Background: an optimization exercise with open tools, aiming at a short achievable clock period and few clock cycles. Do not read the settings as production practice.
Only simulation tests tie the RTL to the original design; equivalence was not proved.
No activity file was given, so power comes from the tool's default toggle rates.

$ cat design.v
module fetch_decode (
    input  [31:0]  in,
    output [164:0] dec
);
    logic [6:0] op;
    logic [4:0] rd, rs1, rs2;
    logic [2:0] f3;
    logic       f7b5;
    assign op   = in[6:0];
    assign rd   = in[11:7];
    assign f3   = in[14:12];
    assign rs1  = in[19:15];
    assign rs2  = in[24:20];
    assign f7b5 = in[30];
    logic is_lui, is_auipc, is_jal, is_jalr, is_branch, is_load, is_store, is_opimm, is_op, is_alu;
    assign is_lui    = op == 7'b0110111;
    assign is_auipc  = op == 7'b0010111;
    assign is_jal    = op == 7'b1101111;
    assign is_jalr   = op == 7'b1100111;
    assign is_branch = op == 7'b1100011;
    assign is_load   = op == 7'b0000011;
    assign is_store  = op == 7'b0100011;
    assign is_opimm  = op == 7'b0010011;
    assign is_op     = op == 7'b0110011;
    assign is_alu    = is_op | is_opimm;
    logic uses1, uses2;
    assign uses1 = is_jalr | is_branch | is_load | is_store | is_alu;
    assign uses2 = is_branch | is_op;
    logic [31:0] oh1, oh2;
    always_comb
        for (int i = 0; i < 32; i++) begin
            oh1[i] = i != 0 && rs1 == i;
            oh2[i] = i != 0 && rs2 == i;
        end
    logic writes;
    assign writes = (is_lui | is_auipc | is_jal | is_jalr | is_load | is_alu) && rd != 5'd0;
    logic is_sfb;
    assign is_sfb = is_branch && in[31:25] == 7'b0 && in[11:7] == 5'b01000;
    logic [31:0] imm;
    always_comb begin
        if (is_store)
            imm = {{21{in[31]}}, in[30:25], in[11:7]};
        else if (is_branch)
            imm = {{20{in[31]}}, in[7], in[30:25], in[11:8], 1'b0};
        else if (is_lui | is_auipc)
            imm = {in[31:12], 12'b0};
        else if (is_jal)
            imm = {{12{in[31]}}, in[19:12], in[20], in[30:21], 1'b0};
        else
            imm = {{21{in[31]}}, in[30:20]};
    end
    logic is_sub;
    assign is_sub = is_op && f3 == 3'b000 && f7b5;
    assign dec = {
        uses1, uses2, oh1, oh2,
        is_lui, is_auipc, is_jal, is_jalr, is_branch, is_load, is_store,
        writes, is_sfb,
        is_alu && f3 == 3'b001,                                   
        is_alu && f3 == 3'b101,                                   
        is_branch | is_load | is_store | is_alu,                  
        is_branch | is_op,                                        
        is_jal | is_jalr,                                         
        imm, f3,
        is_sub,
        (!is_alu || f3 == 3'b000) && !is_sub,                     
        is_alu && f3 == 3'b010,                                   
        is_alu && f3 == 3'b011,                                   
        f7b5,                                                     
        is_alu && (f3 == 3'b110 || f3 == 3'b111),                 
        is_alu && (f3 == 3'b100 || f3 == 3'b110),                 
        is_alu && (f3 == 3'b100 || f3 == 3'b110),                 
        f3 == 3'b111, f3 == 3'b110, f3 == 3'b101,                 
        f3 == 3'b100, f3 == 3'b001, f3 == 3'b000,                 
        in
    };
endmodule
module riscv_core (
    input  clock,
    input  reset,
    output [31:0] bus_address,
    input  [31:0] bus_read_data,
    output [31:0] bus_write_data,
    output [3:0]  bus_byte_enable,
    output        bus_read_enable,
    output        bus_write_enable,
    input  [31:0] inst,
    output [31:0] pc
);
    localparam [29:0] RESET_PC = 30'h00100000;  
    function automatic logic [31:0] onehot5(input logic [4:0] v);
        onehot5 = 32'b1 << v;
    endfunction
    logic [31:2] pc_f;
    logic [31:0] idx_f;       
    logic [1:0]  btb_ctr [0:31];
    logic [15:2] btb_tgt [0:31];
    logic [31:8] lb_region;
    logic        lb_v   [0:31];
    logic        lb_t   [0:31];
    logic        lb_b   [0:31];   
    logic        lb_a   [0:31];   
    logic        lb_ai  [0:31];   
    logic        lb_nj  [0:31];   
    logic        lb_j   [0:31];   
    logic        lb_bq  [0:31];   
    logic        lb_pm  [0:31];   
    logic [31:0] lb_inst[0:31];
    logic        valid_d;
    logic        fused_d;     
    logic        fused2_d;    
    logic        pair_d;      
    logic        bne_d;       
    logic [31:0] oh3_d;       
    logic [4:0]  rs3_d;
    logic [31:2] bpc_d;       
    logic [31:0] bimm_d;      
    logic        stall_r;     
    logic [31:0] inst_d;
    logic [31:0] oh1_d, oh2_d;    
    logic [31:2] pc_d, pc4_d;
    logic        pt_d;        
    logic [1:0]  ctr_d;       
    logic [31:2] ptgt_d;      
    logic        valid_x;
    logic [31:0] opa_x, opb_x;    
    logic [31:0] sha_x;           
    logic [4:0]  shl_x, shr_x;    
    logic [31:0] sd_x, rs1v_x, imm_x;
    logic [31:0] c_x;             
    logic        cf_x;            
    logic        cz_x;
    logic        fused_x, fused2_x, bne_x;
    logic        is_sum_x;    
    logic        fs_l_x;      
    logic        fs_x_x, fc_x;   
    logic [31:2] pc_x, pc4_x, pcimm_x, ptgt_x;
    logic        tgt_ok_x;    
    logic        pt_x;
    logic [1:0]  ctr_x;
    logic        is_branch_x, is_jal_x, is_jalr_x, is_load_x, is_store_x, is_sfb_x;
    logic        wr_x;
    logic [4:0]  rd_x;
    logic [2:0]  f3_x;
    logic        op_add_x, op_sll_x, op_sr_x, op_sra_x, op_slt_x, op_sltu_x, sub_x;
    logic [3:0]  lut_x;       
    logic        c_eq_x, c_ne_x, c_lt_x, c_ge_x, c_ltu_x, c_geu_x;
    logic [31:0] res_m;
    logic        wr_m;
    logic [4:0]  rd_m;
    logic        re_m, we_m;
    logic        ld_m_sel;    
    logic [31:0] addr_m;      
    logic [31:0] wdata_m;
    logic [3:0]  be_m;
    logic [2:0]  f3_m;
    logic        mis_m;       
    logic [31:2] jt_m;        
    logic [31:2] tt_m, tn_m;  
    logic        tk_m, jl_m;  
    logic [31:2] tgt_m;
    logic [31:0] regs [1:31];
    logic        rz   [1:31];
    logic [31:0] res_w;
    logic [4:0]  rd_w;
    logic        wr_w;
    logic        upd_v;
    logic [4:0]  upd_idx;
    logic [15:2] upd_tgt;
    logic [1:0]  upd_ctr;
    logic [1:0]  upd_c;       
    logic        upd_j, upd_b, upd_tk;    
    assign pc = {pc_f, 2'b00};
    logic        f_taken;
    logic [31:2] f_tgt;
    logic [1:0]  f_ctr;
    logic [31:2] pc4_f;
    logic [15:2] f_tgtl;
    always_comb begin
        f_ctr  = 2'b00;
        f_tgtl = 14'b0;
        for (int i = 0; i < 32; i++) begin
            f_ctr  = f_ctr  | ({2{idx_f[i]}} & btb_ctr[i]);
            f_tgtl = f_tgtl | ({14{idx_f[i]}} & btb_tgt[i]);
        end
    end
    assign f_taken = f_ctr[1];
    assign f_tgt   = {pc_f[31:16], f_tgtl};
    assign pc4_f   = pc_f + 30'd1;
    logic [31:2] pc8_f;
    assign pc8_f   = pc_f + 30'd2;
    logic [31:0] nidx_f;
    logic [31:0] lb_e;
    assign nidx_f = {idx_f[30:0], idx_f[31]};
    always_comb begin
        lb_e = 32'b0;
        for (int i = 0; i < 32; i++)
            lb_e = lb_e | ({32{nidx_f[i]}} & lb_inst[i]);
    end
    logic in_region_f, fz_f, fuse_f;
    logic [30:0] fz;
    logic [30:0] lbh;
    logic        lbt_f, t_f;
    always_comb begin
        for (int i = 0; i < 31; i++) begin
            lbh[i] = lb_v[i] & lb_v[i + 1] & (lb_t[i] == lb_t[i + 1]);
            fz[i]  = lbh[i] & lb_b[i] & lb_a[i + 1];
        end
        fz_f  = 1'b0;
        lbt_f = 1'b0;
        for (int i = 0; i < 31; i++) begin
            fz_f  = fz_f  | (idx_f[i] & fz[i]);
            lbt_f = lbt_f | (idx_f[i] & lb_t[i]);
        end
    end
    assign in_region_f = pc_f[31:8] == lb_region;
    assign t_f         = in_region_f && lbt_f == pc_f[7];
    assign fuse_f      = fz_f && t_f && !f_taken;
    logic fz2_f, fuse2_f;
    logic [30:0] fz2;
    always_comb begin
        for (int i = 0; i < 31; i++)
            fz2[i] = lbh[i] & lb_ai[i] & lb_bq[i + 1] & lb_pm[i + 1];
        fz2_f = 1'b0;
        for (int i = 0; i < 31; i++)
            fz2_f = fz2_f | (idx_f[i] & fz2[i]);
    end
    assign fuse2_f = fz2_f && t_f;
    logic fz3_f, fuse3_f;
    logic [30:0] fz3;
    always_comb begin
        for (int i = 0; i < 31; i++)
            fz3[i] = lbh[i] & lb_nj[i] & lb_j[i + 1];
        fz3_f = 1'b0;
        for (int i = 0; i < 31; i++)
            fz3_f = fz3_f | (idx_f[i] & fz3[i]);
    end
    assign fuse3_f = fz3_f && t_f;
    logic [4:0]  rs3_f;
    logic        bne_f;
    logic [31:2] bpc_f;
    logic [31:0] bimm_f;
    assign rs3_f  = inst[19:15];
    assign bne_f  = fuse2_f ? lb_e[12] : inst[12];
    assign bpc_f  = fuse2_f || fuse3_f ? pc4_f : pc_f;
    logic sfbz_m, alu_m, addi_m, bq_m, nj_m, j_m;
    assign sfbz_m = inst[6:0] == 7'b1100011 && inst[14:13] == 2'b00 &&
                    inst[24:20] == 5'd0 && inst[31:25] == 7'b0 && inst[11:7] == 5'b01000;
    assign alu_m  = inst[6:0] == 7'b0110011 || inst[6:0] == 7'b0010011;
    assign addi_m = inst[11:7] != 5'd0 &&
                    (inst[14:12] == 3'b000 || inst[14:12] == 3'b100 || inst[14:13] == 2'b11) &&
                    (inst[6:0] == 7'b0010011 ||
                     (inst[6:0] == 7'b0110011 &&
                      (inst[31:25] == 7'b0 || (inst[31:25] == 7'b0100000 && inst[14:12] == 3'b000))));
    assign nj_m   = inst[6:0] != 7'b1100011 && inst[6:0] != 7'b1101111 && inst[6:0] != 7'b1100111;
    assign j_m    = inst[6:0] == 7'b1101111 && inst[11:7] == 5'd0;
    assign bq_m   = inst[6:0] == 7'b1100011 && inst[14:13] == 2'b00 &&
                    !(inst[31:25] == 7'b0 && inst[11:7] == 5'b01000);
    logic [164:0] dec_m, dec_l, dec_f;
    fetch_decode dec_mem (.in(inst), .dec(dec_m));
    fetch_decode dec_buf (.in(lb_e), .dec(dec_l));
    assign dec_f = fuse_f ? dec_l : dec_m;
    logic        uses1_f, uses2_f;
    logic [31:0] oh1_f, oh2_f;
    logic        is_lui_f, is_auipc_f, is_jal_f, is_jalr_f, is_branch_f, is_load_f, is_store_f;
    logic        writes_f, is_sfb_f, is_sll_f, is_sr_f, a_rs1_f, b_rs2_f, link_f;
    logic [31:0] imm_f;
    logic [2:0]  f3_f;
    logic        sub_f, op_add_f, op_slt_f, op_sltu_f, op_sra_f;
    logic [3:1]  lut_f;
    logic [5:0]  cond_f;
    logic [31:0] finst;   
    assign {uses1_f, uses2_f, oh1_f, oh2_f,
            is_lui_f, is_auipc_f, is_jal_f, is_jalr_f, is_branch_f, is_load_f, is_store_f,
            writes_f, is_sfb_f, is_sll_f, is_sr_f, a_rs1_f, b_rs2_f, link_f,
            imm_f, f3_f, sub_f, op_add_f, op_slt_f, op_sltu_f, op_sra_f, lut_f, cond_f,
            finst} = dec_f;
    logic [4:0] rs1_f, rs2_f;
    assign rs1_f = finst[19:15];
    assign rs2_f = finst[24:20];
    assign bimm_f = fuse2_f ? {{20{lb_e[31]}}, lb_e[7], lb_e[30:25], lb_e[11:8], 1'b0} :
                    fuse3_f ? {{12{lb_e[31]}}, lb_e[19:12], lb_e[20], lb_e[30:21], 1'b0} : imm_f;
    logic       is_lui_d, is_auipc_d, is_jal_d, is_jalr_d, is_branch_d, is_load_d, is_store_d;
    logic       writes_d, is_sfb_d, is_sll_d, is_sr_d, a_rs1_d, b_rs2_d, link_d;
    logic [31:0] imm_d;
    logic [2:0] f3_d;
    logic       sub_d, op_add_d, op_slt_d, op_sltu_d, op_sra_d;
    logic [3:1] lut_d;
    logic [5:0] cond_d;    
    logic [4:0] rd_d, rs1_d, rs2_d;
    assign rd_d  = inst_d[11:7];
    assign rs1_d = inst_d[19:15];
    assign rs2_d = inst_d[24:20];
    logic [31:2] pcimm_d;
    assign pcimm_d = bpc_d + bimm_d[31:2];
    logic [31:2] tco_d;
    logic        tok_d;
    assign tco_d = (bpc_d & bimm_d[31:2]) | ((bpc_d ^ bimm_d[31:2]) & ~ptgt_d);
    assign tok_d = (bpc_d ^ bimm_d[31:2] ^ ptgt_d) == {tco_d[30:2], 1'b0};
    logic [31:0] rf1_d, rf2_d;
    logic        rz3_d;
    always_comb begin
        rf1_d = 32'b0;
        rf2_d = 32'b0;
        rz3_d = 1'b0;
        for (int i = 1; i < 32; i++) begin
            rf1_d = rf1_d | ({32{oh1_d[i]}} & regs[i]);
            rf2_d = rf2_d | ({32{oh2_d[i]}} & regs[i]);
            rz3_d = rz3_d | (oh3_d[i] & rz[i]);
        end
    end
    logic hx1, hx2, hx3, hm1, hm2, hm3, wrx_x;
    assign hx1 = wrx_x && rd_x == rs1_d;
    assign hx2 = wrx_x && rd_x == rs2_d;
    assign hx3 = wrx_x && rd_x == rs3_d;
    assign hm1 = wr_m && rd_m == rs1_d;
    assign hm2 = wr_m && rd_m == rs2_d;
    assign hm3 = wr_m && rd_m == rs3_d;
    logic [31:0] result_x, mres_m;
    logic [31:0] r1_d, r2_d;
    assign r1_d = hx1 ? result_x : hm1 ? mres_m : rf1_d;
    assign r2_d = hx2 ? result_x : hm2 ? mres_m : rf2_d;
    logic [31:0] r3_d;
    logic hw3;
    assign hw3  = wr_w && rd_w == rs3_d;
    assign r3_d = hm3 ? mres_m : res_w;
    logic [31:0] opb_d;
    assign opb_d = b_rs2_d ? r2_d : link_d ? 32'b0 : imm_d;
    logic annul_x;
    logic c0_x;
    assign c0_x    = cf_x ? (fc_x ? res_m : c_x) == 32'b0 : cz_x;
    assign annul_x = fused_x && (bne_x ? !c0_x : c0_x);
    assign wrx_x   = valid_x && wr_x && !annul_x;
    logic [31:0] ld_m;
    logic [31:0] a_x, b_x, s_x;
    assign a_x = opa_x;
    assign b_x = opb_x;
    assign s_x = fs_l_x ? ld_m : fs_x_x ? res_m : sd_x;
    logic [31:0] sum_x, dif_x;
    assign sum_x = a_x + b_x;
    assign dif_x = a_x - b_x;
    logic eq_x, ltu_x, lt_x;
    logic [30:0] cl0, ce0;
    logic [15:0] cl1, ce1;
    logic [7:0]  cl2, ce2;
    logic [3:0]  cl3, ce3;
    logic [1:0]  cl4, ce4;
    logic        cl5, ce5;
    always_comb begin
        cl0 = ~a_x[30:0] & b_x[30:0];
        ce0 = ~(a_x[30:0] ^ b_x[30:0]);
        for (int i = 0; i < 15; i++) begin
            cl1[i] = cl0[2*i+1] | (ce0[2*i+1] & cl0[2*i]);
            ce1[i] = ce0[2*i+1] & ce0[2*i];
        end
        cl1[15] = cl0[30];
        ce1[15] = ce0[30];
        for (int i = 0; i < 8; i++) begin
            cl2[i] = cl1[2*i+1] | (ce1[2*i+1] & cl1[2*i]);
            ce2[i] = ce1[2*i+1] & ce1[2*i];
        end
        for (int i = 0; i < 4; i++) begin
            cl3[i] = cl2[2*i+1] | (ce2[2*i+1] & cl2[2*i]);
            ce3[i] = ce2[2*i+1] & ce2[2*i];
        end
        for (int i = 0; i < 2; i++) begin
            cl4[i] = cl3[2*i+1] | (ce3[2*i+1] & cl3[2*i]);
            ce4[i] = ce3[2*i+1] & ce3[2*i];
        end
        cl5 = cl4[1] | (ce4[1] & cl4[0]);    
        ce5 = ce4[1] & ce4[0];               
    end
    assign eq_x  = ce5 & ~(a_x[31] ^ b_x[31]);
    assign ltu_x = (~a_x[31] & b_x[31]) | (~(a_x[31] ^ b_x[31]) & cl5);
    assign lt_x  = (a_x[31] & ~b_x[31]) | (~(a_x[31] ^ b_x[31]) & cl5);
    logic [31:0] sll_x, sr_x;
    logic [63:0] sr64_x;
    assign sll_x  = sha_x << shl_x;
    assign sr64_x = {{32{op_sra_x & sha_x[31]}}, sha_x} >> shr_x;
    assign sr_x   = sr64_x[31:0];
    logic [31:0] lg_x;
    assign lg_x = ({32{lut_x[3]}} &  a_x &  b_x) | ({32{lut_x[2]}} &  a_x & ~b_x)
                | ({32{lut_x[1]}} & ~a_x &  b_x) | ({32{lut_x[0]}} & ~a_x & ~b_x);
    assign result_x = ({32{op_add_x}} & sum_x)
                    | ({32{sub_x}}    & dif_x)
                    | ({32{op_sll_x}} & sll_x)
                    | ({32{op_sr_x}}  & sr_x)
                    | lg_x
                    | {31'b0, (op_slt_x & lt_x) | (op_sltu_x & ltu_x)};
    logic cond_x;
    logic        feq_x, leq_x;
    assign feq_x = (a_x ^ b_x) == {(a_x[30:0] | b_x[30:0]), 1'b0};
    assign leq_x = lg_x == 32'b0;
    assign cond_x = fused2_x ? (sub_x ? eq_x : is_sum_x ? feq_x : leq_x) ^ bne_x :
                    (c_eq_x & eq_x) | (c_ne_x & ~eq_x) | (c_lt_x & lt_x) | (c_ge_x & ~lt_x)
                  | (c_ltu_x & ltu_x) | (c_geu_x & ~ltu_x);
    logic [31:0] jt_x;
    logic [31:0] j_x;
    assign j_x  = rs1v_x;
    assign jt_x = j_x + imm_x;
    logic        jc2_x;
    logic [29:0] ja_x, jb_x, jk_x, jco_x;
    logic        jok_x;
    assign jc2_x = (j_x[1] & imm_x[1]) | ((j_x[1] ^ imm_x[1]) & j_x[0] & imm_x[0]);
    assign ja_x  = j_x[31:2];
    assign jb_x  = imm_x[31:2];
    assign jk_x  = ptgt_x;
    assign jco_x = (ja_x & jb_x) | ((ja_x ^ jb_x) & ~jk_x);
    assign jok_x = (ja_x ^ jb_x ^ jk_x) == {jco_x[28:0], jc2_x};
    logic redirect_m;
    logic kill_j;
    logic sfb_ok_x, jmis_x, emis_x, redirect_x, kill_d;
    assign sfb_ok_x   = is_sfb_x && valid_d && !pt_d && !pair_d;
    assign jmis_x     = is_jalr_x && !(pt_x && jok_x);
    assign emis_x     = is_jal_x ? !(pt_x && tgt_ok_x) : pt_x && !is_branch_x && !is_jalr_x;
    assign kill_j     = valid_x && jmis_x;
    logic flush_t_x, flush_n_x;
    logic [31:2] tgt_t_x, tgt_n_x;
    assign flush_t_x  = valid_x && (emis_x || (is_branch_x && !sfb_ok_x && !(pt_x && tgt_ok_x)));
    assign flush_n_x  = valid_x && (emis_x || (is_branch_x && !sfb_ok_x && pt_x));
    assign tgt_t_x    = is_branch_x || is_jal_x ? pcimm_x : pc4_x;
    assign tgt_n_x    = is_jal_x ? pcimm_x : pc4_x;
    assign redirect_x = cond_x ? flush_t_x : flush_n_x;
    assign kill_d     = valid_x && sfb_ok_x && cond_x;
    assign redirect_m = mis_m;
    assign tgt_m      = jl_m ? jt_m : tk_m ? tt_m : tn_m;
    assign bus_address      = addr_m;
    assign bus_read_enable  = re_m;
    assign bus_write_enable = we_m;
    assign bus_write_data   = wdata_m;
    assign bus_byte_enable  = be_m;
    logic [31:0] ld_sh_m;
    assign ld_sh_m = bus_read_data >> {res_m[1:0], 3'b000};
    always_comb
        case (f3_m[1:0])
            2'b00:   ld_m = {{24{~f3_m[2] & ld_sh_m[7]}}, ld_sh_m[7:0]};
            2'b01:   ld_m = {{16{~f3_m[2] & ld_sh_m[15]}}, ld_sh_m[15:0]};
            default: ld_m = bus_read_data;
        endcase
    assign mres_m = ld_m_sel ? ld_m : res_m;
    logic stall_next;
    assign stall_next = !stall_r && valid_d && writes_d && !redirect_m &&
                        ((is_load_d &&
                          ((uses1_f && rs1_f == rd_d) || (uses2_f && rs2_f == rd_d) ||
                           (sfbz_m && inst[19:15] == rd_d))) ||
                         (inst[6:0] == 7'b1100111 && inst[19:15] == rd_d));
    logic [31:2] pcn_f;
    logic [31:0] idxn_f;
    assign pcn_f  = redirect_m ? tgt_m : stall_r ? pc_f :
                    f_taken ? f_tgt : fuse_f || fuse2_f || fuse3_f ? pc8_f : pc4_f;
    assign idxn_f = redirect_m ? onehot5(tgt_m[6:2]) : stall_r ? idx_f :
                    f_taken ? onehot5(f_tgtl[6:2]) :
                    fuse_f || fuse2_f || fuse3_f ? {idx_f[29:0], idx_f[31:30]} :
                                                   {idx_f[30:0], idx_f[31]};
    always_ff @(posedge clock or posedge reset)
        if (reset)
            pc_f <= RESET_PC;
        else
            pc_f <= pcn_f;
    always_ff @(posedge clock or posedge reset)
        if (reset)
            idx_f <= onehot5(RESET_PC[4:0]);
        else
            idx_f <= idxn_f;
    always_ff @(posedge clock or posedge reset)
        if (reset) begin
            valid_d <= 1'b0;
            stall_r <= 1'b0;
            valid_x <= 1'b0;
            re_m    <= 1'b0;
            we_m    <= 1'b0;
            wr_m    <= 1'b0;
            mis_m   <= 1'b0;
            upd_v   <= 1'b0;
        end else begin
            if (redirect_m || redirect_x || kill_j)
                valid_d <= 1'b0;
            else if (!stall_r)
                valid_d <= 1'b1;
            stall_r <= stall_next;
            valid_x <= valid_d && !stall_r && !redirect_x && !kill_d && !kill_j;
            re_m    <= valid_x && is_load_x;
            we_m    <= valid_x && is_store_x;
            wr_m    <= wrx_x;
            mis_m   <= redirect_x || kill_j;
            upd_v   <= valid_x && !is_sfb_x &&
                       (is_jal_x || is_branch_x || jmis_x || emis_x);
        end
    always_ff @(posedge clock)
        if (!stall_r) begin
            inst_d <= finst;
            fused_d  <= fuse_f;
            fused2_d <= fuse2_f;
            pair_d   <= fuse_f || fuse2_f || fuse3_f;
            bne_d    <= bne_f;
            oh3_d    <= onehot5(rs3_f) & 32'hFFFFFFFE;
            rs3_d    <= rs3_f;
            bpc_d    <= bpc_f;
            bimm_d   <= bimm_f;
            oh1_d  <= oh1_f;
            oh2_d  <= oh2_f;
            pc_d   <= pc_f;
            pc4_d  <= fuse2_f || fuse3_f ? pc8_f : pc4_f;
            pt_d   <= f_taken;
            ctr_d  <= f_ctr;
            ptgt_d <= f_tgt;
            is_lui_d    <= is_lui_f;
            is_auipc_d  <= is_auipc_f;
            is_jalr_d   <= is_jalr_f;
            is_branch_d <= is_branch_f || fuse2_f;
            is_jal_d    <= is_jal_f || fuse3_f;
            is_load_d   <= is_load_f;
            is_store_d  <= is_store_f;
            writes_d    <= writes_f;
            is_sfb_d    <= is_sfb_f;
            is_sll_d    <= is_sll_f;
            is_sr_d     <= is_sr_f;
            a_rs1_d     <= a_rs1_f;
            b_rs2_d     <= b_rs2_f;
            link_d      <= link_f;
            imm_d       <= imm_f;
            f3_d        <= f3_f;
            sub_d       <= sub_f;
            op_add_d    <= op_add_f;
            op_slt_d    <= op_slt_f;
            op_sltu_d   <= op_sltu_f;
            op_sra_d    <= op_sra_f;
            lut_d       <= lut_f;
            cond_d      <= cond_f;
        end
    always_ff @(posedge clock) begin
        opa_x   <= a_rs1_d ? r1_d :
                   is_lui_d ? 32'b0 : is_auipc_d ? {pc_d, 2'b00} : {pc4_d, 2'b00};
        opb_x   <= opb_d;
        sha_x   <= is_sll_d | is_sr_d ? r1_d : 32'b0;
        shl_x   <= is_sll_d ? opb_d[4:0] : 5'b0;
        shr_x   <= is_sr_d ? opb_d[4:0] : 5'b0;
        sd_x    <= hm2 ? mres_m : rf2_d;
        rs1v_x  <= hm1 ? mres_m : rf1_d;
        fs_x_x  <= hx2 && !is_load_x;
        fc_x    <= hx3;
        imm_x   <= imm_d;
        fs_l_x  <= hx2 && is_load_x;
        c_x     <= r3_d;
        cf_x    <= hx3 || hm3 || hw3;
        cz_x    <= rz3_d || oh3_d == 32'b0;
        fused_x <= fused_d;
        fused2_x <= fused2_d;
        is_sum_x <= op_add_d;
        bne_x   <= bne_d;
        pc_x    <= pc_d;
        pc4_x   <= pc4_d;
        pcimm_x <= pcimm_d;
        tgt_ok_x <= tok_d;
        pt_x    <= pt_d;
        ctr_x   <= ctr_d;
        ptgt_x  <= ptgt_d;
        is_branch_x <= is_branch_d;
        is_jal_x    <= is_jal_d;
        is_jalr_x   <= is_jalr_d;
        is_load_x   <= is_load_d;
        is_store_x  <= is_store_d;
        is_sfb_x    <= is_sfb_d && !pt_d;
        wr_x    <= writes_d;
        rd_x    <= rd_d;
        f3_x    <= f3_d;
        sub_x     <= sub_d;
        op_add_x  <= op_add_d;
        op_sll_x  <= is_sll_d;
        op_slt_x  <= op_slt_d;
        op_sltu_x <= op_sltu_d;
        op_sr_x   <= is_sr_d;
        op_sra_x  <= op_sra_d;
        lut_x[3]  <= lut_d[3];
        lut_x[2]  <= lut_d[2];
        lut_x[1]  <= lut_d[1];
        lut_x[0]  <= 1'b0;
        c_eq_x  <= cond_d[0];
        c_ne_x  <= cond_d[1];
        c_lt_x  <= cond_d[2];
        c_ge_x  <= cond_d[3];
        c_ltu_x <= cond_d[4];
        c_geu_x <= cond_d[5];
    end
    always_ff @(posedge clock) begin
        res_m  <= result_x;
        rd_m   <= rd_x;
        f3_m   <= f3_x;
        addr_m <= sum_x;
        ld_m_sel <= is_load_x;
        jt_m    <= jt_x[31:2];
        tt_m    <= tgt_t_x;
        tn_m    <= tgt_n_x;
        tk_m    <= cond_x;
        jl_m    <= is_jalr_x;
        case (f3_x[1:0])
            2'b00:   wdata_m <= {4{s_x[7:0]}};
            2'b01:   wdata_m <= {2{s_x[15:0]}};
            default: wdata_m <= s_x;
        endcase
        case (f3_x[1:0])
            2'b00:   be_m <= 4'b0001 << sum_x[1:0];
            2'b01:   be_m <= sum_x[1] ? 4'b1100 : 4'b0011;
            default: be_m <= 4'b1111;
        endcase
    end
    always_ff @(posedge clock)
        if (wr_m)
            regs[rd_m] <= mres_m;
    always_ff @(posedge clock) begin
        res_w <= mres_m;
        rd_w  <= rd_m;
        if (wr_w)
            rz[rd_w] <= res_w == 32'b0;
    end
    always_ff @(posedge clock or posedge reset)
        if (reset)
            wr_w <= 1'b0;
        else
            wr_w <= wr_m;
    always_ff @(posedge clock) begin
        upd_idx <= pc_x[6:2];
        upd_tgt <= is_jalr_x ? jt_x[15:2] : pcimm_x[15:2];
        upd_c   <= ctr_x;
        upd_j   <= is_jal_x || is_jalr_x;
        upd_b   <= is_branch_x;
        upd_tk  <= cond_x;
    end
    always_comb
        if (upd_j)
            upd_ctr = 2'b11;
        else if (!upd_b)
            upd_ctr = 2'b01;
        else if (upd_tk)
            upd_ctr = upd_c == 2'b11 ? 2'b11 : upd_c + 2'd1;
        else
            upd_ctr = upd_c == 2'b00 ? 2'b00 : upd_c - 2'd1;
    always_ff @(posedge clock or posedge reset)
        if (reset) begin
            lb_region <= RESET_PC[29:6];
            for (int i = 0; i < 32; i++) lb_v[i] <= 1'b0;
        end else if (!in_region_f) begin
            lb_region <= pc_f[31:8];
            for (int i = 0; i < 32; i++) lb_v[i] <= 1'b0;
        end else begin
            for (int i = 0; i < 32; i++) if (idx_f[i]) lb_v[i] <= 1'b1;
        end
    always_ff @(posedge clock)
        for (int i = 0; i < 32; i++)
            if (idx_f[i]) begin
                lb_pm[i] <= (lb_inst[(i + 31) % 32][11:7] == inst[19:15] && inst[24:20] == 5'd0) ||
                            (lb_inst[(i + 31) % 32][11:7] == inst[24:20] && inst[19:15] == 5'd0);
            end else if (idx_f[(i + 31) % 32]) begin
                lb_pm[i] <= (inst[11:7] == lb_inst[i][19:15] && lb_inst[i][24:20] == 5'd0) ||
                            (inst[11:7] == lb_inst[i][24:20] && lb_inst[i][19:15] == 5'd0);
            end
    always_ff @(posedge clock)
        for (int i = 0; i < 32; i++)
            if (idx_f[i]) begin
                lb_inst[i] <= inst;
                lb_t[i]    <= pc_f[7];
                lb_b[i]    <= sfbz_m;
                lb_a[i]    <= alu_m;
                lb_ai[i]   <= addi_m;
                lb_nj[i]   <= nj_m;
                lb_j[i]    <= j_m;
                lb_bq[i]   <= bq_m;
            end
    always_ff @(posedge clock or posedge reset)
        if (reset) begin
            for (int i = 0; i < 32; i++) btb_ctr[i] <= 2'b01;
        end else if (upd_v) begin
            btb_ctr[upd_idx] <= upd_ctr;
        end
    always_ff @(posedge clock)
        if (upd_v)
            btb_tgt[upd_idx] <= upd_tgt;
endmodule
$ cat flow/run.sh
#!/bin/bash
# Standard layout, with timing repair aimed well below the 9 ns clock.
set -euo pipefail
bash standard.sh SETUP_SLACK_MARGIN=5.5 finish > standard_flow.log 2>&1
$ cat standard.sh
#!/bin/bash
# synth_recipe.tcl (not shown) runs the flow's synth.tcl, then flattens the netlist and writes it again
# the make line also repeats each setting of config.mk as NAME=value (left out here)
make -C /OpenROAD-flow-scripts/flow DESIGN_CONFIG=/design/flow/config.mk WORK_HOME=/design/flow/orfs CLKGATE_MAP_FILE= SYNTH_SCRIPT=/design/flow/synth_recipe.tcl "${@:-finish}"
$ cat config.mk
export PLATFORM = sky130hd
export DESIGN_NAME = riscv_core
export DESIGN_NICKNAME = riscv_core
export VERILOG_FILES = /design/flow/design.v
export SDC_FILE = /design/flow/constraint.sdc
export NUM_CORES = 8
export LEC_CHECK = 0
export ABC_CLOCK_PERIOD_IN_PS = 2500
export CAP_MARGIN = 40
export CORE_MARGIN = 2
export CORE_UTILIZATION = 40
export PLACE_DENSITY = 0.5
export SETUP_SLACK_MARGIN = 5
export SLEW_MARGIN = 40
$ cat constraint.sdc
create_clock -name core_clock -period 9.0 [get_ports {clock}]
set_input_delay 1.8000 -clock core_clock [delete_from_list [all_inputs] [get_ports {clock}]]
set_output_delay 1.8000 -clock core_clock [all_outputs]
set_load 0.01 [all_outputs]
==> results.tsv, run 1 <==
metric	value	unit
outcome	finished clean	
cp-start-kind	flop	
postRouteAntennaNets	0	
path_clk_slew	0.06	ns
grt_max_degree	129	
timing.final.crit_share	0.420	
hold_class	reg2reg	
worst_pin_slew	1.02	ns
slowest_stage	edfxtp_1	
grt_use_met1	0.474	
globalRouteTotalUtil	0.365	
p_clk_frac	0.344	
power_density	248	mW/mm^2
syn2layout_area_growth	21.6	%
rrSetupSlack	5.22	ns
setup_ws	5.22	ns
synth_ff_type	edfxtp_1	
cp_top_family	compound AO/OA/AOI/OAI gates	
grt_overflow_total	0	
drt-vias-per-instance	6.74	
pre_cts_ws	3.70	ns
drive_gt1_frac	0.223	
routed_wl	819000	um
crit_required	9.86	ns
switching_share	0.314	
port_buffers	165	
wl_per_cell	42.1	um
max-slew-margin-rel	0.304	
avgSynthCellArea	13.4	um^2
power	51.0	mW
drc_errors	0	
p_int	35.0	mW
combPwrFrac	0.211	
seq_area_frac_synth	0.646	
drtIter0Drc	23125	
die_h	654	um
path_class	reg2reg	
grt_util_met3	0.0945	
cts_buffer_depth	4	
yosysWarnings	13	
p_seq_frac	0.445	
cts_tree	built	
synthArstFlopShare	0.0492	
synth_cell_types	115	
syn_inst	12607	
rows	238	
fin_setup_tns	0	ns
fin_skew	0.0656	ns
firstDrtPassIters	10	
rsz0062_at_grt	yes	
p_sw	16.0	mW
layout.nets	13782	
drv_slew	0	
hpwlAfterDp	488000	um
hold_viol_final	0	
ys_ff_latch	3881	
grt_use_met2	0.554	
fill_cells	36381	
vdd_drop_max	0.000183	V
cap_violations	0	
core_area	0.420	mm^2
cts-htree-levels	5	
crit_buf_inv	2	
cts_buffers	415	
netlist_area	0.169	mm^2
antenna_found_initial	63	
path_cells	buf_4 > a22o_1 > a221oi_1 > nand4_1 > nor3_2 > nand2_1 > o21ai_1 > inv_1 > o31ai_1 > a31oi_2	
clock-root-buffer	clkbuf_16	
finalSetupViolations	0	
final_core_util	0.489	
gp_congestion	0.959	
fp.dieW	654	um
top_usage_layer	met2	
start_util	0.402	
boundaryPins	168	
insertion_delay	1.03	ns
critPathArrivalTime	4.65	ns
critPathMaxFanout	25	
clock.fmax	0.264	GHz
slowest_delay	0.73	ns
min_period	3.78	ns
p_leak	71.1	nW
cp-end-kind	flop	
synth_edf_count	3059	
die-area	0.428	mm^2
num_vias	131371	
cts_num_sinks	3881	
grt_pass1_wl	1080000	um
grt_pass1_vias	123674	
repair_timing:
action,4_1_cts,5_1_grt
buffers inserted,322,258
hold buffers,0,0
endpoints found under the setup margin,1363,568
pin swaps,153,252
cloned,42,24
resized for setup,1003,504
cell type report:
class	instances	area (um^2)	area share
tap	5640	7060	0.0343
timing repair buffer	1248	13100	0.0637
sequential	3881	110000	0.533
clock buffer	563	11600	0.0564
clock inverter	210	2110	0.0103
antenna	19	47.5	0.000231
multi-input combinational	7620	60800	0.296
inverter	301	1200	0.00583
timing repair inverter	1	8.76	0.0000426
power by group through the flow:
stage                     sequential, mW  clock, mW  combinational [mW]
after floorplan                     22.4          0                4.03
after global placement              23.0          0                8.00
after detailed placement            23.1          0                8.15
after CTS                           22.6       17.6                9.61
after global routing                22.7       18.3                11.0
final                               22.7       17.5                10.8
per-layer routing:
| layer | vias up | share of wire |
|---|---|---|
| li1 | 51260 | - |
| met1 | 66921 | 0.37 |
| met2 | 10422 | 0.43 |
| met3 | 2724 | 0.12 |
| met4 | 44 | 0.077 |
| met5 | - | 0.00034 |
cells in the final DEF, fill, tap and decap left out, drive strengths merged, types with 329 or more instances in the layout:
| master | count |
|---|---|
| a221oi | 438 |
| a21oi | 355 |
| dfxtp | 631 |
| clkbuf | 581 |
| nand3 | 343 |
| a22o | 400 |
| edfxtp | 3059 |
| nor2 | 660 |
| buf | 1077 |
| o21ai | 340 |
| a22oi | 939 |
| xor2 | 658 |
| nand2 | 481 |
| nand4 | 329 |
flip-flops by register name, indices dropped and copies added (netlist names), 32 cells and up:
| register | flops |
|---|---|
| opa_x | 32 |
| sha_x | 32 |
| idx_f | 32 |
| res_w | 32 |
| regs | 992 |
| sd_x | 32 |
| res_m | 32 |
| opb_x | 32 |
| lb_t | 32 |
| lb_v | 32 |
| btb_tgt | 448 |
| addr_m | 32 |
| wdata_m | 32 |
| rs1v_x | 32 |
| c_x | 32 |
| lb_inst | 1024 |
| imm_d | 32 |
| imm_x | 32 |
| btb_ctr | 64 |
synth_stat cells, types with 55 or more instances:
| library cell | instances | area [um^2] |
|---|---|---|
| buf_2 | 118 | 591 |
| a222oi_1 | 105 | 1050 |
| edfxtp_1 | 3059 | 91900 |
| nand2_1 | 479 | 1800 |
| dfxtp_1 | 631 | 12600 |
| o211ai_1 | 56 | 420 |
| a31oi_1 | 80 | 500 |
| mux2_2 | 220 | 2480 |
| xor2_1 | 658 | 5760 |
| or4_1 | 105 | 788 |
| buf_1 | 147 | 552 |
| and2_1 | 56 | 350 |
| fa_1 | 61 | 1220 |
| nand3_1 | 340 | 1700 |
| a22oi_1 | 939 | 7050 |
| nor2b_1 | 63 | 394 |
| o21ai_0 | 316 | 1580 |
| ha_1 | 187 | 2340 |
| inv_1 | 291 | 1090 |
| mux4_2 | 55 | 1240 |
| clkbuf_1 | 536 | 2010 |
| nor4_1 | 189 | 1180 |
| and3_1 | 68 | 425 |
| a22o_1 | 400 | 3500 |
| dfrtp_1 | 156 | 3900 |
| nand4_1 | 329 | 2060 |
| a21oi_1 | 352 | 1760 |
| xnor2_1 | 319 | 2790 |
| nor2_1 | 658 | 2470 |
| mux2i_1 | 195 | 1950 |
| a221oi_1 | 434 | 3800 |
| nor3_1 | 285 | 1430 |
worst register-to-register path, cell delays in order (launching register included):
cell	delay [ns]
edfxtp_1	0.73
buf_4	0.53
a22o_1	0.41
a221oi_1	0.25
nand4_1	0.19
nor3_2	0.44
nand2_1	0.38
o21ai_1	0.19
inv_1	0.10
o31ai_1	0.34
a31oi_2	0.06
cell families after synthesis:
group                      Yosys count  synth area share
DFF                               3881             0.646
AOI/OAI and AO/OA                 3113             0.137
and+or+nand+nor                   2770            0.0831
buffers and inverters             1129            0.0266
xor gates and xnor gates           977            0.0506
muxes                              488            0.0347
adders and majority gates          248            0.0211
other                                1         0.0000222
worst paths after layout:
path | start | end | depth (start not counted)
setup / recovery | oh1_d[12]$_DFFE_PN_ | opa_x[30]$_DFF_P_ | 10
hold / removal | ctr_x[0]$_DFF_P_ | upd_c[0]$_DFF_P_ | 0
max in group asynchronous | reset | pc_f[24]$_DFFE_PP0P_ | 4
min in group asynchronous | reset | btb_ctr[18][1]$_DFFE_PP0P_ | 3
hold reg to reg | ctr_x[0]$_DFF_P_ | upd_c[0]$_DFF_P_ | 0
setup reg to reg | oh1_d[12]$_DFFE_PN_ | opa_x[30]$_DFF_P_ | 10
stage by stage:
stage | cells | instance area, um^2 | hold slack [ns]
2_1_floorplan | 12608 | 170000 | 0.310
3_3_place_gp | 17994 | 179000 | 0.312
3_5_place_dp | 18037 | 180000 | 0.313
4_1_cts | 19174 | 201000 | 0.329
5_1_grt | 19467 | 206000 | 0.331
6_report | 19483 | 206000 | 0.327
Testbench counts, summed over its fixed seeds: cycles 116,679.
==> inputs of run 2 (changes only) <==
--- a/design.v
+++ b/design.v
@@ -117,6 +117,7 @@
     logic        stall_r;     
     logic [31:0] inst_d;
     logic [31:0] oh1_d, oh2_d;    
+    logic [31:0] oh1h_d, oh2h_d;  
     logic [31:2] pc_d, pc4_d;
     logic        pt_d;        
     logic [1:0]  ctr_d;       
@@ -303,8 +304,8 @@
         rf2_d = 32'b0;
         rz3_d = 1'b0;
         for (int i = 1; i < 32; i++) begin
-            rf1_d = rf1_d | ({32{oh1_d[i]}} & regs[i]);
-            rf2_d = rf2_d | ({32{oh2_d[i]}} & regs[i]);
+            rf1_d = rf1_d | ({{16{oh1h_d[i]}}, {16{oh1_d[i]}}} & regs[i]);
+            rf2_d = rf2_d | ({{16{oh2h_d[i]}}, {16{oh2_d[i]}}} & regs[i]);
             rz3_d = rz3_d | (oh3_d[i] & rz[i]);
         end
     end
@@ -498,6 +499,8 @@
             bimm_d   <= bimm_f;
             oh1_d  <= oh1_f;
             oh2_d  <= oh2_f;
+            oh1h_d <= oh1_f & {32{uses1_f}};
+            oh2h_d <= oh2_f & {32{uses2_f | is_store_f}};
             pc_d   <= pc_f;
             pc4_d  <= fuse2_f || fuse3_f ? pc8_f : pc4_f;
             pt_d   <= f_taken;
==> flow/run.sh (replaced) <==
#!/bin/bash
# Standard layout, with timing repair aimed well below the 9 ns clock.
set -euo pipefail
bash standard.sh SETUP_SLACK_MARGIN=6.5 finish > standard_flow.log 2>&1
==> run 2 against run 1 <==
Net effect:
- largest power group unchanged
- final area rose by 12%
- register-to-register slack better by 0.13 ns
- sequential share of layout area shrank 5.1 points
- hold slack improved by 0.0043 ns
- clock skew up 0.014 ns
- core utilization grew 5.3 points
- critical path type unchanged
==> results.tsv, run 2 <==
metric	value	unit	change
routed_wl	902000	um	+10%
fin_setup_tns	0	ns	unchanged
switching_share	0.358		+0.0443
grt_max_degree	80		-38%
p_clk_frac	0.276		-0.068
globalRouteTotalUtil	0.396		+0.0310
path_clk_slew	0.06	ns	about the same
critPathMaxFanout	5		-80%
fin_cells	20724		+6.4%
drv_slew	0		unchanged
synth_edf_count	3121		+2.0%
hold_class	reg2reg		
drtIter0Drc	24218		+4.7%
cap_violations	0		unchanged
synth_common_cells	3121 x edfxtp_1, 940 x a22oi_1, 746 x nor2_1		
postRouteAntennaNets	0		unchanged
r2r_end	opa_x[23]$_DFF_P_		
registers.top_by_ff_count	lb_inst		
rr_worst_depth	17		+7
setup_ws	5.34	ns	+0.126 ns
netlist_area	0.172	mm^2	+1.4%
path_class	reg2reg		
yosysMostFrequentCell	edfxtp_1		
drive_gt1_frac	0.348		+0.125
final_cell_mix	3121 x edfxtp_1, 928 x buf_4, 863 x a22oi_1		
die-area	0.434	mm^2	+1.4%
timing.final.crit_share	0.407		-0.0140
synth_area_leaders	edfxtp_1 55%, dfxtp_1 7.4%, a22oi_1 4.1%		
boundaryPins	168		unchanged
cts_num_sinks	3943		+1.6%
syn_inst	12889		+2.2%
cts_buffer_depth	4		unchanged
multi_input_area	0.0690	mm^2	+13%
worst_pin_slew	1.14	ns	+0.127 ns
syn2layout_area_growth	34.9	%	
gp_congestion	0.985		+2.7%
p_sw	23.4	mW	+46%
rows	240		+0.84%
clock.fmax	0.273	GHz	+3.4%
place_inst	18297		+1.4%
vdd_drop_max	0.000272	V	+48%
avgSynthCellArea	13.3	um^2	-0.80%
layout.nets	14954		+8.5%
hold_ws	0.331	ns	+0.00435 ns
crit_required	9.84	ns	-0.02 ns
cp-end-kind	flop		
num_vias	140962		+7.3%
largest_reg_flops	1024		unchanged
fill_cells	34648		-4.8%
max-slew-margin-rel	0.233		-0.0710
grt_pass1_vias	132923		+7.5%
cts-htree-levels	5		unchanged
combPwrFrac	0.354		+0.143
core_area	0.427	mm^2	+1.6%
startpoint	opb_x[11]$_DFF_P_		
drc_errors	0		unchanged
p_leak	81.9	nW	+15%
hpwlAfterDp	495000	um	+1.5%
min_period	3.66	ns	-0.126 ns
synthArstFlopShare	0.0484		-0.000774
start_util	0.402		-0.000555
die_h	659	um	+0.70%
regArea	0.112	mm^2	+1.8%
yosysWarnings	13		unchanged
critPathArrivalTime	4.50	ns	-0.15 ns
cts_buffers	426		+2.7%
fin_skew	0.0791	ns	+0.0135 ns
seq_area_frac_synth	0.648		+0.00184
setup.worst_path.end	opa_x[23]$_DFF_P_		
rrSetupSlack	5.34	ns	+0.13 ns
p_int	41.9	mW	+20%
drt-vias-per-instance	6.80		+0.88%
reg_top3	lb_inst: 1024 flops, regs: 992 flops, btb_tgt: 448 flops		
ys_ff_latch	3943		+1.6%
cts_tree	built		
grt_pass1_wl	1180000	um	+9.5%
final_common_cell	edfxtp_1		
antenna_found_initial	48		-24%
firstDrtPassIters	13		+3
synth_top_area_cell	edfxtp_1		
grt_overflow_total	0		unchanged
clock-root-buffer	clkbuf_16		
rsz0062_at_grt	yes		
pre_cts_ws	3.40	ns	-0.292 ns
synth_cell_types	104		-9.6%
r2r_start	opb_x[11]$_DFF_P_		
p_seq_frac	0.370		-0.075
outcome	finished clean		
hold_viol_final	0		unchanged
fp.dieW	659	um	+0.70%
finalSetupViolations	0		unchanged
synth_top_area_share	0.546		+0.00328
port_buffers	165		unchanged
synth_ff_type	edfxtp_1		
power_density	282	mW/mm^2	+14%
insertion_delay	1.05	ns	+0.02 ns
cp-start-kind	flop		
wl_per_cell	43.5	um	+3.5%
## run 2: cell types whose count changed after synthesis, moves of 27 or more
cell	before	now
a21oi_1	352	388
edfxtp_1	3059	3121
a221oi_1	434	461
nand2_1	479	556
nor2_1	658	746
nor3_1	285	347
clkbuf_1	536	643
nand3_1	340	292
## run 2: routing by layer
metal  vias up  global-route usage  wire length (um)
met5         -                   0               236
met4        28               0.262             79700
met3      3254               0.116            117000
met2     12019               0.589            384000
met1     71671               0.502            321000
li1      53990                   -                 -
## run 2: cells by family after synthesis
group                    synth area share
AO/OA/AOI/OAI                       0.134
XOR/XNOR                           0.0502
adder cells (fa/ha/maj)            0.0208
buffers and inverters              0.0279
flip-flops                          0.648
multiplexers                       0.0334
other                           0.0000219
AND/OR/NAND/NOR                    0.0858
## run 2: layout make-up
class / count / area share
antenna: 29 / 0.000314
clock inverter: 229 / 0.0105
clock buffer: 567 / 0.0503
tap: 5687 / 0.0308
inverter: 296 / 0.00526
sequential: 3943 / 0.483
multi-input combinational: 7790 / 0.298
timing repair buffer: 2183 / 0.122
## run 2: metrics by stage
| stage | power [mW] | instance area (um^2) | util |
|---|---|---|---|
| 2_1_floorplan | 29.9 | 172000 | - |
| 3_3_place_gp | 37.0 | 181000 | 0.424 |
| 3_5_place_dp | 37.2 | 182000 | 0.426 |
| 4_1_cts | 62.2 | 223000 | 0.522 |
| 5_1_grt | 66.3 | 231000 | 0.542 |
| 6_report | 65.3 | 231000 | 0.542 |
## run 2: worst min-delay path by stage
stage                               start                  to  slack, ns  cells past startpoint
final                     pc_x[2]$_DFF_P_  upd_idx[2]$_DFF_P_       0.33                      0
after global routing      pc_x[2]$_DFF_P_  upd_idx[2]$_DFF_P_       0.33                      0
after CTS                 pc_x[2]$_DFF_P_  upd_idx[2]$_DFF_P_       0.33                      0
after detailed placement  pc_x[2]$_DFF_P_  upd_idx[2]$_DFF_P_       0.31                      0
after global placement    pc_x[1]$_DFF_P_  upd_idx[1]$_DFF_P_       0.32                      0
after floorplan           f3_x[2]$_DFF_P_     f3_m[2]$_DFF_P_       0.31                      0
## run 2: what timing repair did
action / 4_1_cts / 5_1_grt
cloned: 200 / 47
hold buffers: 0 / 0
endpoints found under the setup margin: 3257 / 1975
endpoints found under the hold margin: 0 / 0
setup buffers: 1021 / 331
pin swaps: 777 / 593
resized for setup: 3703 / 1039
## run 2: critical path, cell delays in order, from the launching register on
cell	delay (ns)
dfxtp_4	0.36
inv_4	0.05
ha_4	0.26
or4_4	0.60
nand4b_1	0.21
a21o_1	0.25
o21ba_4	0.24
a311oi_4	0.21
buf_6	0.17
buf_4	0.11
buf_6	0.08
buf_6	0.08
buf_6	0.08
nor3_2	0.03
a21o_1	0.18
a21oi_4	0.28
and2_4	0.23
a31oi_1	0.08
## run 2: power groups by stage
stage / Sequential [mW] / Clock, mW / Combinational (mW)
final: 24.2 / 18.0 / 23.1
after global routing: 24.2 / 18.7 / 23.4
after CTS: 24.1 / 18.0 / 20.1
after detailed placement: 24.6 / 0 / 12.6
after global placement: 24.5 / 0 / 12.4
after floorplan: 23.8 / 0 / 6.14
Testbench counts of run 2, summed over its fixed seeds: cycles 116,679.
==> inputs of run 3 (changes only) <==
--- a/config.mk
+++ b/config.mk
@@ -8,7 +8,7 @@
 export ABC_CLOCK_PERIOD_IN_PS = 2500
 export CAP_MARGIN = 40
 export CORE_MARGIN = 2
-export CORE_UTILIZATION = 40
+export CORE_UTILIZATION = 45
 export PLACE_DENSITY = 0.5
 export SETUP_SLACK_MARGIN = 5
 export SLEW_MARGIN = 40
==> run 3 against run 2 <==
Net effect:
- register-to-register slack got worse by 0.12 ns
- largest cell class unchanged
- highest routed layer unchanged
- non-clock buffer count fell by 28
- still clean
- first-iteration DRC count rose by 7.5%
- largest power group unchanged
- worst setup slack got worse by 0.12 ns
==> results.tsv, run 3 <==
metric	value	unit	change
rsz0062_at_grt	yes		
cp-start-kind	flop		
cts_buffers	422		-0.94%
synth_edf_count	3121		unchanged
path_clk_slew	0.06	ns	about the same
synthArstFlopShare	0.0484		unchanged
insertion_delay	1.04	ns	about the same
hold_path_depth	0		unchanged
grt_pass1_wl	1170000	um	-0.97%
largest_reg_flops	1024		unchanged
hpwlAfterDp	490000	um	-1.2%
routed_wl	892000	um	-1.1%
crit_buf_inv	3		-3
synth_cell_types	104		unchanged
fp.dieW	621	um	-5.7%
cp_top_family	simple AND/OR/NAND/NOR gates		
grt_overflow_total	0		unchanged
syn2layout_area_growth	33.6	%	
rrSetupSlack	5.22	ns	-0.12 ns
cap_violations	0		unchanged
firstDrtPassIters	14		+1
path_class	reg2reg		
port_buffers	165		unchanged
yosysMostFrequentCell	edfxtp_1		
rows	226		-5.8%
syn_inst	12889		unchanged
p_sw	22.9	mW	-2.1%
synth_top_area_cell	edfxtp_1		
die-area	0.386	mm^2	-11%
cts_buffer_depth	4		unchanged
r2r_end	idx_f[15]$_DFFE_PP0P_		
avgSynthCellArea	13.3	um^2	unchanged
boundaryPins	168		unchanged
setup_ws	5.22	ns	-0.119 ns
combPwrFrac	0.344		-0.010
path_cells	xor2_4 > nor3_2 > nor4_2 > nand4_1 > nor4_4 > a21o_4 > buf_12 > buf_12 > buf_12 > mux2_4 > a222oi_1 > a21oi_1		
yosysWarnings	13		unchanged
worst_pin_slew	1.03	ns	-0.117 ns
wl_per_cell	44.5	um	+2.3%
globalRouteTotalUtil	0.442		+0.0458
num_vias	140762		-0.14%
synth_top_area_share	0.546		unchanged
power_density	280	mW/mm^2	-0.75%
hold_viol_final	0		unchanged
r2r_start	lb_t[11]$_DFFE_PP_		
netlist_area	0.172	mm^2	unchanged
drv_slew	0		unchanged
reg_top3	lb_inst: 1024 flops, regs: 992 flops, btb_tgt: 448 flops		
clock-root-buffer	clkbuf_16		
gp_congestion	0.981		-0.49%
layout.nets	14932		-0.15%
seq_area_frac_synth	0.648		unchanged
registers.top_by_ff_count	lb_inst		
drtIter0Drc	26043		+7.5%
holdBufCountCts	0		unchanged
outcome	finished clean		
core_area	0.379	mm^2	-11%
power	64.2	mW	-1.7%
grt_max_degree	100		+25%
grt_pass1_vias	131972		-0.72%
p_leak	81.4	nW	-0.67%
hold_ws	0.331	ns	-0.000243 ns
rr_worst_depth	12		-5
postRouteAntennaNets	0		unchanged
slowest_stage	edfxtp_1		
ys_ff_latch	3943		unchanged
critPathArrivalTime	4.63	ns	+0.13 ns
min_to	upd_c[0]$_DFF_P_		
vdd_drop_max	0.000277	V	+2.1%
drc_errors	0		unchanged
fin_skew	0.0435	ns	-0.0356 ns
fin_setup_tns	0	ns	unchanged
start_util	0.452		+0.0506
cts-htree-levels	5		unchanged
min_period	3.78	ns	+0.119 ns
synth_ff_type	edfxtp_1		
hold_class	reg2reg		
p_int	41.3	mW	-1.5%
critPathMaxFanout	5		unchanged
clock.fmax	0.265	GHz	-3.2%
drt-vias-per-instance	7.03		+3.4%
cts_num_sinks	3943		unchanged
cpMostUsedCell	buf_12		
cts_tree	built		
final_common_cell	edfxtp_1		
finalSetupViolations	0		unchanged
synth_common_cells	3121 x edfxtp_1, 940 x a22oi_1, 746 x nor2_1		
hp-start	ctr_x[0]$_DFF_P_		
switching_share	0.357		-0.00136
antenna_found_initial	43		-10%
final_cell_mix	3121 x edfxtp_1, 927 x buf_4, 856 x a22oi_1		
p_seq_frac	0.377		+0.007
timing.final.crit_share	0.420		+0.0133
cp-end-kind	flop		
synth_area_leaders	edfxtp_1 55%, dfxtp_1 7.4%, a22oi_1 4.1%		
p_clk_frac	0.279		+0.003
drive_gt1_frac	0.342		-0.00535
max-slew-margin-rel	0.297		+0.0643
crit_required	9.85	ns	about the same
die_h	621	um	-5.7%
pre_cts_ws	3.38	ns	-0.0223 ns
slowest_delay	0.53	ns	-0.07 ns
==> run 3: cell types whose count changed in the layout (fill, tap and decap cells not counted), sizes merged, moves of 3 or more <==
cell,delta
inv,-3
bufinv,-6
clkinvlp,-9
bufbuf,-13
or2,-3
clkbuf,-28
a21oi,+4
mux2,+6
clkinv,+9
==> run 3: area by class of cell <==
type,count,area [um^2]
fillers,28796,150000
flip-flops and latches,3943,112000
clock buffers,560,11700
well taps,5016,6280
clock inverters,220,2240
repair buffers,2155,27200
multi-input cells,7800,68600
inverters,296,1230
diodes,31,77.6
==> run 3: worst max path at each step <==
stage	end	startpoint	slack (ns)	cells past startpoint
2_1_floorplan	pc_f[28]$_DFFE_PP0P_	stall_r$_DFF_PP0_	1.88	8
3_3_place_gp	opa_x[6]$_DFF_P_	bus_read_data[30]	3.16	9
3_5_place_dp	opa_x[17]$_DFF_P_	bus_read_data[23]	3.38	12
4_1_cts	opb_x[30]$_DFF_P_	opa_x[10]$_DFF_P_	5.34	12
5_1_grt	opb_x[24]$_DFF_P_	opa_x[10]$_DFF_P_	5.23	15
6_report	idx_f[15]$_DFFE_PP0P_	lb_t[11]$_DFFE_PP_	5.22	12
==> run 3: logic make-up after synthesis <==
kind of cell,synth area share
DFF,0.648
AOI/OAI and AO/OA,0.134
and+or+nand+nor,0.0858
buffers and inverters,0.0279
xor gates and xnor gates,0.0502
muxes,0.0334
adders and majority gates,0.0208
other,0.0000219
==> run 3: stage by stage <==
step | cell area [um^2] | std cells | util
finish | 229000 | 20021 | 0.604
global route | 229000 | 19995 | 0.604
CTS | 221000 | 19597 | 0.582
detailed placement | 181000 | 17635 | 0.478
global placement | 180000 | 17603 | 0.476
floorplan | 172000 | 12890 | -
==> run 3: worst reg2reg max path, stage by stage, from the launching register on <==
cell and delay [ns]:
edfxtp_1 0.53, xor2_4 0.33, nor3_2 0.10, nor4_2 0.44, nand4_1 0.33, nor4_4 0.45
a21o_4 0.22, buf_12 0.17, buf_12 0.13, buf_12 0.11, mux2_4 0.30, a222oi_1 0.37
a21oi_1 0.13
==> run 3: power by group through the flow <==
stage                     logic [mW]  registers (mW)  clock network [mW]
after floorplan                 6.14            23.8                   0
after global placement          12.3            24.5                   0
after detailed placement        12.4            24.6                   0
after CTS                       19.2            24.1                17.9
after global routing            22.3            24.3                18.6
final                           22.1            24.2                17.9
==> run 3: layer usage <==
metal  GRT usage  up-vias  share of wire
li1            -    53936              -
met1       0.566    71264           0.35
met2       0.658    12324           0.43
met3       0.117     3202           0.13
met4       0.300       36          0.091
met5           0        -        0.00054
==> run 3: timing repair <==
action | in CTS | in global routing
pin swaps | 781 | 546
gates resized for setup | 3521 | 1016
buffers inserted | 983 | 350
endpoints found under the setup margin | 3007 | 2092
hold endpoints to repair | 0 | 0
gates cloned | 199 | 39
==> inputs of run 4 (changes only) <==
==> flow/run.sh (replaced) <==
#!/bin/bash
# Standard layout, with timing repair aimed well below the 9 ns clock.
set -euo pipefail
bash standard.sh SETUP_SLACK_MARGIN=5.0 finish > standard_flow.log 2>&1
--- a/config.mk
+++ b/config.mk
@@ -8,7 +8,7 @@
 export ABC_CLOCK_PERIOD_IN_PS = 2500
 export CAP_MARGIN = 40
 export CORE_MARGIN = 2
-export CORE_UTILIZATION = 45
+export CORE_UTILIZATION = 40
 export PLACE_DENSITY = 0.5
 export SETUP_SLACK_MARGIN = 5
 export SLEW_MARGIN = 40
==> run 4 against run 3 <==
Net effect:
- critical path type is now in2reg
- sequential share of layout area rose by 7.1 points
- die area rose by 12%
- sequential power barely moved
==> results.tsv, run 4 <==
metric	value	unit	change
postRouteAntennaNets	0		unchanged
yosysWarnings	13		unchanged
wl_per_cell	41.1	um	-7.7%
synthArstFlopShare	0.0484		unchanged
place_inst	18288		+3.7%
avgSynthCellArea	13.3	um^2	unchanged
drive_gt1_frac	0.160		-0.182
core_area	0.427	mm^2	+13%
max-slew-margin-rel	0.338		+0.0412
fin_setup_tns	0	ns	unchanged
insertion_delay	1.02	ns	-0.02 ns
routed_wl	793000	um	-11%
hpwlAfterDp	487000	um	-0.60%
setup_ws	4.95	ns	-0.273 ns
outcome	finished clean		
critPathArrivalTime	4.76	ns	+0.13 ns
path_clk_slew	0.06	ns	about the same
gp_congestion	0.987		+0.64%
rows	240		+6.2%
timing.final.crit_share	0.450		+0.0303
startpoint	inst[11]		
p_int	36.8	mW	-11%
grt_overflow_total	0		unchanged
yosysMostFrequentCell	edfxtp_1		
cp-start-kind	primary input		
clock.fmax	0.247	GHz	-6.7%
cts_buffers	426		+0.95%
cts_buffer_depth	4		unchanged
synth_ff_type	edfxtp_1		
p_clk_frac	0.318		+0.039
synth_cell_types	104		unchanged
stdcell_area	0.199	mm^2	-13%
grt_pass1_wl	1060000	um	-9.2%
port_buffers	165		unchanged
cts-htree-levels	5		unchanged
p_leak	68.4	nW	-16%
drc_errors	0		unchanged
place_area	0.181	mm^2	+0.15%
fin_cells	19302		-3.6%
rsz0062_at_grt	yes		
hp-start	pc_x[0]$_DFF_P_		
layout.nets	13536		-9.3%
start_util	0.402		-0.0506
syn2layout_area_growth	16.2	%	
num_vias	128943		-8.4%
syn_inst	12889		unchanged
cts_tree	built		
synth_edf_count	3121		unchanged
p_seq_frac	0.429		+0.052
hold_viol_final	0		unchanged
p_sw	19.5	mW	-15%
fin_skew	0.0691	ns	+0.0256 ns
min_period	4.05	ns	+0.273 ns
synth_common_cells	3121 x edfxtp_1, 940 x a22oi_1, 746 x nor2_1		
pre_cts_ws	3.41	ns	+0.0249 ns
drt-vias-per-instance	6.68		-5.0%
crit_required	9.71	ns	-0.14 ns
worst_pin_slew	0.965	ns	-0.0600 ns
seq_area_frac_synth	0.648		unchanged
synth_top_area_cell	edfxtp_1		
die-area	0.434	mm^2	+12%
reg_top3	lb_inst: 1024 flops, regs: 992 flops, btb_tgt: 448 flops		
grt_pass1_vias	123029		-6.8%
largest_reg_flops	1024		unchanged
cp-end-kind	flop		
boundaryPins	168		unchanged
clock-root-buffer	clkbuf_16		
r2r_start	idx_f[27]$_DFFE_PP0P_		
grt_max_degree	166		+66%
critPathMaxFanout	38		+33
globalRouteTotalUtil	0.352		-0.0898
final_cell_mix	3121 x edfxtp_1, 936 x a22oi_1, 678 x nor2_1		
fp.dieW	659	um	+6.0%
cap_violations	0		unchanged
final_common_cell	edfxtp_1		
synth_top_area_share	0.546		unchanged
ys_ff_latch	3943		unchanged
switching_share	0.346		-0.0108
drtIter0Drc	22070		-15%
combPwrFrac	0.253		-0.091
cts_num_sinks	3943		unchanged
synth_area_leaders	edfxtp_1 55%, dfxtp_1 7.4%, a22oi_1 4.1%		
netlist_area	0.172	mm^2	unchanged
fill_cells	37679		+31%
rrSetupSlack	4.95	ns	-0.27 ns
drv_slew	0		unchanged
registers.top_by_ff_count	lb_inst		
hold_class	reg2reg		
die_h	659	um	+6.0%
firstDrtPassIters	13		-1
antenna_found_initial	55		+28%
vdd_drop_max	0.000281	V	+1.4%
path_class	in2reg		
power_density	282	mW/mm^2	+0.67%
finalSetupViolations	0		unchanged
==> run 4: through the flow <==
| step | util | hold slack (ns) | power, mW |
|---|---|---|---|
| final | 0.467 | 0.333 | 56.3 |
| after global routing | 0.467 | 0.333 | 57.5 |
| after CTS | 0.464 | 0.334 | 55.4 |
| after detailed placement | 0.425 | 0.317 | 37.0 |
| after global placement | 0.424 | 0.319 | 36.8 |
| after floorplan | - | 0.310 | 29.9 |
==> run 4: area by class of cell <==
type / count / area [um^2] / share of cell area
Antenna cell: 27 / 67.6 / 0.000339
Clock buffer: 559 / 11600 / 0.0583
Clock inverter: 235 / 2430 / 0.0122
Inverter: 296 / 1120 / 0.00563
Multi-Input combinational cell: 7761 / 58100 / 0.291
Sequential cell: 3943 / 111000 / 0.559
Tap cell: 5687 / 7120 / 0.0357
Timing Repair Buffer: 794 / 7500 / 0.0376
==> run 4: power by group through the flow <==
| stage | registers (mW) | logic [mW] | clock network [mW] |
|---|---|---|---|
| final | 24.1 | 14.2 | 17.9 |
| after global routing | 24.2 | 14.6 | 18.7 |
| after floorplan | 23.8 | 6.13 | 0 |
| after detailed placement | 24.6 | 12.3 | 0 |
| after global placement | 24.6 | 12.2 | 0 |
| after CTS | 24.1 | 13.4 | 18.0 |
==> run 4: cells by family (layout without fill, tap and decap cells) <==
logic type	after synthesis	count (layout)	synth area share
DFF	3943	3943	0.648
buffers and inverters	1209	1884	0.0279
AOI/OAI and AO/OA	3080	3093	0.134
xor gates and xnor gates	983	983	0.0502
muxes	473	478	0.0334
other	1	29	0.0000219
adders and majority gates	248	248	0.0208
and+or+nand+nor	2952	2957	0.0858
==> run 4: worst paths after layout <==
kind | to | depth (start not counted)
setup reg to reg | oh2h_d[20]$_DFFE_PN_ | 8
min in group asynchronous | btb_ctr[10][1]$_DFFE_PP0P_ | 2
hold reg to reg | upd_idx[0]$_DFF_P_ | 0
setup / recovery | lb_pm[24]$_DFFE_PP_ | 7
max in group asynchronous | pc_f[20]$_DFFE_PP0P_ | 4
hold / removal | upd_idx[0]$_DFF_P_ | 0
==> run 4: worst max-delay path, stage by stage <==
cell and delay, ns:
buf_4 0.63, buf_4 0.74, xor2_1 0.17, nor4_1 0.36
a221oi_1 0.17, buf_4 0.21, a31oi_1 0.58
==> run 4: layer usage <==
metal  vias to the layer above  part of all wire  global-route usage  routed length (um)
met2                      9996              0.43               0.525              340000
met4                        30             0.068               0.184               53800
met5                         -           0.00033             0.00122                 261
met1                     65628              0.38               0.471              305000
li1                      50947                 -                   -                   -
met3                      2342              0.12              0.0927               94700
==> run 4: timing repair <==
item	in CTS	in global routing
resized for setup	260	145
cloned	22	4
hold buffers	0	0
pin swaps	36	29
setup buffers	112	47
endpoints found under the setup margin	649	380

-- what the ideal ports hide --
How much do the figures lean on ideal ports? The routed layouts below were timed once more, with nothing changed but the port constraints. Step 1 assumes that a clkbuf_16 drives the clock port and a buf_2 every other input. Step 2 moves the port delays by t, midway between the first and last clock arrival at a register: inputs arrive t later, outputs are due t later. That takes back most of the time a late clock gives input paths. Three values: no drivers, after step 1, after step 2; two values: the first two.
| run | shift t [ns] | setup WS [ns] | clock arrival spread, ns |
|---|---|---|---|
| run 1 | 1.134 | 5.216 / 5.216 / 4.413 | 0.066 / 0.067 |
| run 2 | 1.121 | 5.341 / 5.306 / 4.542 | 0.085 / 0.084 |
| run 3 | 1.151 | 5.222 / 5.222 / 4.543 | 0.051 / 0.051 |
| run 4 | 1.126 | 4.949 / 4.923 / 3.925 | 0.074 / 0.075 |
After both steps every run listed still meets setup and hold. The setup slack of run 4, which loses most, moves by -0.026 ns with the drivers and by -1.024 ns with both steps.
